From an optimization exercise on the open Yosys and OpenROAD flow, aimed at small area; shortcuts taken in it are not production practice. Only simulation tests tie the RTL to the original design; equivalence was not proved.

File: flow/config.mk
export PLATFORM = sky130hd
export DESIGN_NAME = pid
export DESIGN_NICKNAME = pid
export VERILOG_FILES = /design/flow/design.v
export SDC_FILE = /design/flow/constraint.sdc
export NUM_CORES = 4
export LEC_CHECK = 0
export CAP_MARGIN = 20
export CORE_MARGIN = 2
export CORE_UTILIZATION = 40
export SLEW_MARGIN = 20
File: flow/constraint.sdc
create_clock -name core_clock -period 12.0 [get_ports {clock}]
set_input_delay 2.4000 -clock core_clock [delete_from_list [all_inputs] [get_ports {clock}]]
set_output_delay 2.4000 -clock core_clock [all_outputs]
set_load 0.01 [all_outputs]
File: flow/design.v
module calculate_delta (
    input               reset_n,         
    input               clock,           
    input               enable_calc,     
    input       [11:0]  target_angle,    
    input       [11:0]  current_angle,   
    output  reg         dir_shortest,    
    output  reg [11:0]  delta_angle,     
    output  reg         calc_updated     
);
localparam IDLE         = 4'd0;
localparam CALC_DELTA   = 4'd1;
localparam CALC_MIN     = 4'd2;
localparam REPORT       = 4'd3;
localparam UPDATED      = 4'd4;
reg   [3:0]     ps, ns;
reg   [1:0]     calc_cnt;
reg  [12:0]     calc1, calc2, calc3, calc4;
reg  [11:0]     delta_angle_int;
reg             dir_shortest_int;
always @(posedge clock or negedge reset_n) begin
    if(~reset_n) begin
        ps                      <= IDLE;
        calc1[12:0]             <= 13'b0;
        calc2[12:0]             <= 13'b0;
        calc3[12:0]             <= 13'b0;
        calc4[12:0]             <= 13'b0;
        calc_cnt[1:0]           <= 2'b0;
        delta_angle_int[11:0]   <= 12'b0;
        dir_shortest_int        <= 1'b0;
        delta_angle[11:0]       <= 12'b0;
        dir_shortest            <= 1'b0;
    end 
    else begin
        ps              <= ns;
        calc_updated    <= 1'b0;
        if(ps == CALC_DELTA) begin
            calc1[12:0] <= current_angle - target_angle;
            calc2[12:0] <= target_angle - current_angle;
            calc3[12:0] <= (4096 - target_angle) + current_angle;
            calc4[12:0] <= (4096 - current_angle) + target_angle;
        end
        else if(ps == CALC_MIN) begin
            case(calc_cnt[1:0])
                2'b00: begin
                    delta_angle_int         <= calc1[11:0];
                    dir_shortest_int        <= 1'b1;  
                end
                2'b01: begin
                    if(calc2[11:0] < delta_angle_int) begin
                        delta_angle_int     <= calc2[11:0];
                        dir_shortest_int    <= 1'b0;  
                    end
                end
                2'b10: begin
                    if(calc3[11:0] < delta_angle_int) begin
                        delta_angle_int     <= calc3[11:0];
                        dir_shortest_int    <= 1'b1;  
                    end
                end
                2'b11: begin
                    if(calc4[11:0] < delta_angle_int) begin
                        delta_angle_int     <= calc4[11:0];
                        dir_shortest_int    <= 1'b0;  
                    end
                end
            endcase
            calc_cnt[1:0] <= calc_cnt[1:0] + 2'b1;
        end
        else if(ps == REPORT) begin
            delta_angle[11:0]   <= delta_angle_int[11:0];
            dir_shortest        <= dir_shortest_int;
        end
        else if(ps == UPDATED) begin
            calc_updated        <= 1'b1;
        end
    end
end
always @(*) begin
    case(ps) 
        IDLE: begin
            if(enable_calc)
                ns = CALC_DELTA;
            else
                ns = IDLE;
        end
        CALC_DELTA: begin
            ns = CALC_MIN;
        end 
        CALC_MIN: begin
            if(calc_cnt[1:0] == 2'b11)
                ns = REPORT;
            else
                ns = CALC_MIN;
        end
        REPORT: begin
            ns = UPDATED;
        end
        UPDATED: begin
            ns = IDLE;
        end
        default: ns = IDLE;
    endcase
end
endmodule
module pid(
    input               reset_n,             
    input               clock,               
    input       [11:0]  target_angle,        
    input       [11:0]  current_angle,       
    input               pwm_enable,          
    input               pwm_done,            
    input               i2c_rd_done,         
    input               angle_update,        
    input               abort_angle,         
    input               enable_stall_chk,    
    output reg          stalled,             
    input       [7:0]   kp,                  
    input       [3:0]   ki,                  
    input       [3:0]   kd,                  
    output      [15:0]  debug_signals,  
    output reg          angle_done,          
    output reg          pwm_update,          
    output reg  [7:0]   pwm_ratio,           
    output              pwm_direction        
);
localparam          IDLE    = 2'b00;
localparam          ACCEL   = 2'b01;
localparam          CRUISE  = 2'b10;
localparam          DECEL   = 2'b11; 
reg     [1:0]       state;
reg     [5:0]       curr_step;
wire    [31:0]      proportional_error;              
wire    [31:0]      integral_error;                  
wire    [31:0]      derivative_error;                
reg     [15:0]      elapsed_time;                    
wire    [19:0]      delta_12p8;                      
reg     [19:0]      last_delta_12p8;                 
wire    [11:0]      delta_angle;                     
wire                calc_updated;                    
reg                 rd_done, i2c_rd_done_ff;         
wire    [15:0]      ratio_int;
assign delta_12p8   = delta_angle << 8;
assign debug_signals[15:0] = {7'b0, curr_step[5:0], pwm_direction, state[1:0]};
always @(negedge reset_n or posedge clock) begin
    if(~reset_n) begin
        angle_done          <= 1'b0; 
        pwm_update          <= 1'b0; 
        stalled             <= 1'b0; 
        elapsed_time        <= 16'b1;
        last_delta_12p8     <= 20'b0;
        rd_done             <= 1'b0;
        i2c_rd_done_ff      <= 1'b0;
        state               <= IDLE;
        curr_step           <= 6'b0;
        pwm_ratio           <= 8'b0;
    end
    else begin
        i2c_rd_done_ff  <= i2c_rd_done;
        rd_done         <= !i2c_rd_done_ff & i2c_rd_done; 
        case (state)
            IDLE: begin
                if(angle_update) begin
                    state       <= ACCEL;
                    angle_done  <= 1'b0;
                end
                pwm_update  <= 1'b0; 
                curr_step   <= 6'b0;
                pwm_ratio   <= 8'b0;
            end
            ACCEL: begin
                if(~pwm_enable)
                    state <= IDLE;
                pwm_update  <= 1'b1; 
                if(rd_done) begin
                    if(curr_step[5:3] <= 3'b111) begin
                        case(curr_step)
                            3'b000, 3'b001, 3'b010: pwm_ratio   <= (ratio_int >> 8) & 8'hFF;
                            3'b011, 3'b100: pwm_ratio           <= (ratio_int >> 7) & 8'hFF;
                            3'b101, 3'b110: pwm_ratio           <= (ratio_int >> 6) & 8'hFF;
                            default:        pwm_ratio           <= (ratio_int >> 5) & 8'hFF;   
                        endcase
                    end
                    if(curr_step[5:0] < 6'b111111) 
                        curr_step <= curr_step + 6'b1;    
                    else
                        state <= CRUISE;
                end
            end 
            CRUISE: begin
                if(~pwm_enable)
                    state <= IDLE;
                if(delta_angle < 12'd40)
                    state <= DECEL;
                pwm_ratio <= (ratio_int >> 5) & 8'hFF;
            end 
            DECEL: begin
                if(~pwm_enable)
                    state <= IDLE;
                if(delta_angle > 12'd30)
                    pwm_ratio   <= ratio_int >> 6;
                else if(delta_angle > 12'd20)
                    pwm_ratio   <= ratio_int >> 7;
                else if(delta_angle > 12'd10) begin
                    state       <= IDLE;
                    angle_done  <= 1'b1;
                    pwm_ratio <= (ratio_int >> 6) & 8'hFF;
                end
                else 
                    pwm_ratio <= (ratio_int >> 5) & 8'hFF;
            end 
            default: 
                state <= IDLE;
        endcase
        if (rd_done) begin
            elapsed_time            <= elapsed_time + 16'b1;
            last_delta_12p8         <= delta_12p8;
        end 
    end
end
assign proportional_error       = (kp << 4) * delta_12p8;
assign integral_error           = '0; 
assign derivative_error         =  kd * (last_delta_12p8 - delta_12p8);  
assign ratio_int                = derivative_error[31] ?    ((proportional_error + integral_error + (~derivative_error[30:0])) >> 16): 
                                                            ((proportional_error + integral_error - derivative_error) >> 16);
calculate_delta calc (
    .reset_n        (reset_n),      
    .clock          (clock),        
    .enable_calc    (rd_done),  
    .target_angle   (target_angle[11:0]), 
    .current_angle  (current_angle[11:0]),
    .dir_shortest   (pwm_direction), 
    .delta_angle    (delta_angle[11:0]),  
    .calc_updated   (calc_updated)
);
endmodule
File: flow/run.sh
#!/bin/bash
# synth_recipe.tcl (not shown) runs the flow's synth.tcl, then flattens the netlist and writes it again
# the make line also repeats each setting of config.mk as NAME=value (left out here)
make -C /OpenROAD-flow-scripts/flow DESIGN_CONFIG=/design/flow/config.mk WORK_HOME=/design/flow/orfs CLKGATE_MAP_FILE= SYNTH_SCRIPT=/design/flow/synth_recipe.tcl finish
==> reports/qor.csv <==
stage,metric,value,unit
grt,grt total ovfl,0,
grt,first-pass GRT wire length,46.2,mm
clocking,CTS Hold Bufs,0,
worst_setup_path,FF-to-FF End,pwm_ratio[3],
grt,vias in the first global route,9415,
finish,antenna cell count,0,
floorplan,Die Footprint,0.0305,sq mm
placed_design,dpl ws,2170,ps
finish,FILL cells,2827,
floorplan,Die Wd,175,um
logic_synthesis,synth unique cells,78,
sta,Setup TNS,0,ps
grt,initial antenna violation count,0,
detailed_routing,Via Count,9356,
grt,largest net degree at the start of global routing,46,
sta,post-route worst setup slack,2520,ps
logic_synthesis,"Async S/R FF share, synth",100,%
sta,clk_skew,9.11,ps
logic_synthesis,Yosys warning count,2,
worst_setup_path,"setup slack, reg-to-reg",3420,ps
detailed_routing,Met1 Routed Length,12.4,mm
floorplan,row cnt,62,
placed_design,gpl congestion,0.879,
worst_setup_path,Reg2Reg Depth,33,
clocking,clk buf depth,2,
finish,Synth-to-Final Area Change,9.61,%
clocking,setup bufs post-CTS,0,
finish,final net count,1683,
sta,Least-Margin Pin Slew,908,ps
clocking,CTS tree,built,
placed_design,hpwl dp,21.4,mm
worst_setup_path,crit-path max FO,12,
flow_run,Max-Cap Viols,0,
detailed_routing,Post-Route WL,26.9,mm
status,status,timing/DRC/antenna clean,
logic_synthesis,multiplexer area fraction after synthesis,2.27,%
worst_setup_path,Critical Path AT,9720,ps
logic_synthesis,Synth Area in Simple Gates,19.1,%
clocking,Sink Count,86,
worst_setup_path,crit start category,input pin,
logic_synthesis,Synth area leader,dfrtp_1,
clocking,cts repair resizes,0,
logic_synthesis,XOR/XNOR Fraction of Synth Area,4.65,%
detailed_routing,wire per inst,15.0,um
sta,Fmax,105,MHz
logic_synthesis,adder-cell share of the synthesized area,30.9,%
logic_synthesis,synthesized area,0.0117,sq mm
clocking,H-tree depth,3,
detailed_routing,Final ANT Viol Nets,0,
worst_setup_path,Critical Path Sink Type,register,
detailed_routing,WL met2,13.3,mm
clocking,clock-pin slew on the worst setup and hold paths,70,ps
sta,RSZ-0062 raised after global routing,false,
sta,Slew HR,39.5,%
sta,fin. max-slew vios,0,
grt,Tot GR Track Use,18.4,%
min_path,worst hold start,i2c_rd_done_ff,
worst_setup_path,Required @ worst endpoint,12240,ps
sta,Period minus WS final,9480,ps
logic_synthesis,largest family of logic cells by synthesized area,adder cells,
floorplan,IO Count,76,
min_path,Hold Crit Class,reg -> reg,
floorplan,die span in y,175,um
finish,layout cells sized above 1,3.77,%
logic_synthesis,Most used DFF post-synth,dfrtp_1,
sta,part of the cycle the worst path needs,79.0,%
min_path,WHS Endpoint,rd_done,
clocking,number of CTS-inserted buffers,9,
detailed_routing,top sig layer,met4,
logic_synthesis,"EDFF count, synth",0,
sta,final hold vios,0,
clocking,root buffer cell,clkbuf_16,
worst_setup_path,reg2reg start,calc.delta_angle[2],
detailed_routing,DRC violations left,0,
floorplan,Starting Density,40.6,%
detailed_routing,Initial DRC Count,480,
sta,# setup viols final,0,
detailed_routing,Via density,5.22,
clocking,Worst-Skew Late Latency,350,ps
worst_setup_path,CP Class,in -> reg,
detailed_routing,Initial DRT Pass Iterations,5,
logic_synthesis,sequential fraction of the synthesis area,18.5,%
placed_design,number of port buffers,60,
min_path,Hold Path Stages,1,
logic_synthesis,synthesized instance count,1387,
logic_synthesis,Synth Area in Compound Gates,16.4,%
logic_synthesis,synth top area cells,"dfrtp_1 18%, fa_1 16%, ha_1 15%",
floorplan,Core Region,0.0287,sq mm
logic_synthesis,Synth Register Bits,86,
detailed_routing,met3 routed WL,625,um
logic_synthesis,Mapped Avg Cell Area,8.40,sq um
logic_synthesis,Yosys top cell area share,18.5,%
## worst max-delay path by stage
stage,end,slack (ps),from,cells after the start
4_1_cts,pwm_ratio[6],2520,kp[7],25
2_1_floorplan,pwm_ratio[5],3380,kp[7],22
5_1_grt,pwm_ratio[7],1980,kp[7],25
3_5_place_dp,pwm_ratio[6],2170,kp[7],25
6_report,pwm_ratio[5],2520,kp[7],21
3_3_place_gp,pwm_ratio[5],2190,kp[7],21
## critical path, stage by stage
cell	delay, ps
clkdlybuf4s50_1	740
nand2_1	140
fa_1	550
inv_1	60
fa_1	500
fa_1	520
fa_1	500
ha_1	380
nand3_1	110
o211ai_1	120
o41ai_1	600
o211ai_1	310
or2_2	350
a21oi_1	180
xnor2_1	170
ha_1	370
nor2b_1	190
a2111oi_0	550
o311ai_2	310
a221o_1	420
a22o_1	250
## cells by family after synthesis
| kind of cell | after synthesis |
|---|---|
| adders and majority gates | 233 |
| buffers and inverters | 242 |
| DFF | 86 |
| other | 1 |
| AOI/OAI and AO/OA | 287 |
| xor gates and xnor gates | 61 |
| muxes | 25 |
| and+or+nand+nor | 452 |
## registers in the layout, summed over array words and instances (netlist names), 2 cells and up
register	flops
last_delta_12p8	12
state	2
calc.delta_angle_int	12
calc.calc1	12
calc.calc4	10
curr_step	6
calc.calc_cnt	2
pwm_ratio	8
calc.ps	3
calc.delta_angle	12
## through the flow
step	util [%]	std cells	hold slack (ps)	area, sq um
floorplan	-	1394	378	11700
global placement	43.5	1775	381	12500
detailed placement	43.5	1775	394	12500
CTS	44.5	1791	401	12800
global route	44.5	1791	417	12800
finish	44.5	1791	399	12800
## per-layer routing
layer  up-vias  global-route usage [%]
li1       4660                       -
met1      4520                    23.6
met2       139                    33.1
met3        37                    1.46
met4         0                    4.97
met5         -                       0
## layout by cell type, fill, tap and decap left out, types with 12 or more instances in the layout
| cell | synthesis | routed |
|---|---|---|
| inv_1 | 177 | 177 |
| nand2_1 | 159 | 159 |
| ha_1 | 142 | 142 |
| fa_1 | 91 | 91 |
| and2_1 | 86 | 86 |
| dfrtp_1 | 86 | 86 |
| nor2_1 | 74 | 74 |
| o21ai_0 | 72 | 72 |
| a21oi_1 | 61 | 61 |
| clkdlybuf4s50_1 | 0 | 59 |
| xnor2_1 | 41 | 41 |
| nand3_1 | 26 | 26 |
| nor2b_1 | 25 | 25 |
| a21o_1 | 25 | 25 |
| xor2_1 | 19 | 19 |
| nor3_1 | 17 | 17 |
| nand2b_1 | 15 | 15 |
| mux2i_1 | 14 | 14 |
| a22oi_1 | 13 | 13 |
| o211ai_1 | 12 | 12 |
| o31ai_1 | 12 | 12 |
## cells in the mapped netlist (6+ instances only)
master / instances
a211oi_1: 8
a21boi_0: 6
a21o_1: 25
a21oi_1: 61
a22oi_1: 13
a31oi_1: 6
and2_1: 86
and3_1: 11
buf_4: 10
clkbuf_1: 50
dfrtp_1: 86
fa_1: 91
ha_1: 142
inv_1: 177
mux2_2: 11
mux2i_1: 14
nand2_1: 159
nand2b_1: 15
nand3_1: 26
nand4_1: 6
nor2_1: 74
nor2b_1: 25
nor3_1: 17
o211ai_1: 12
o21a_1: 9
o21ai_0: 72
o22ai_1: 6
o31ai_1: 12
or2_2: 6
or3_1: 7
xnor2_1: 41
xor2_1: 19
## layout make-up
class	instances	area, sq um	area share (%)
clock buffers	10	239	1.87
well taps	384	480	3.76
flip-flops and latches	86	2150	16.8
inverters	177	664	5.20
clock inverters	6	52.6	0.411
repair buffers	62	613	4.80
multi-input cells	1066	8570	67.1

## static timing again, ports no longer ideal
How much do the figures lean on ideal ports? The routed layout below was timed once more, with nothing changed but the port constraints. Step 1 (the two cells are an assumption about what drives the block):
set clk [get_ports {clock}]
set_driving_cell -lib_cell sky130_fd_sc_hd__clkbuf_16 $clk
set_driving_cell -lib_cell sky130_fd_sc_hd__buf_2 [delete_from_list [all_inputs] $clk]
Step 2, shift: input delay + t, output delay - t, t = (earliest + latest rising clock arrival at the registers) / 2. This alone moves slack from input paths to output paths. Slacks: ideal ports / drivers / drivers and shift; pairs: ideal ports / drivers.
t (ns): 0.388
setup slack, ns: 2.517 / 2.524 / 2.136
worst hold slack (ns): 0.399 / 0.399 / 0.399
worst register clock-pin slew, ns: 0.07 / 0.07
cell pins on the clock port's net: 1
After both steps setup and hold are still met in this run. The setup slack of this run moves by +0.007 ns with the drivers and by -0.381 ns with both steps.
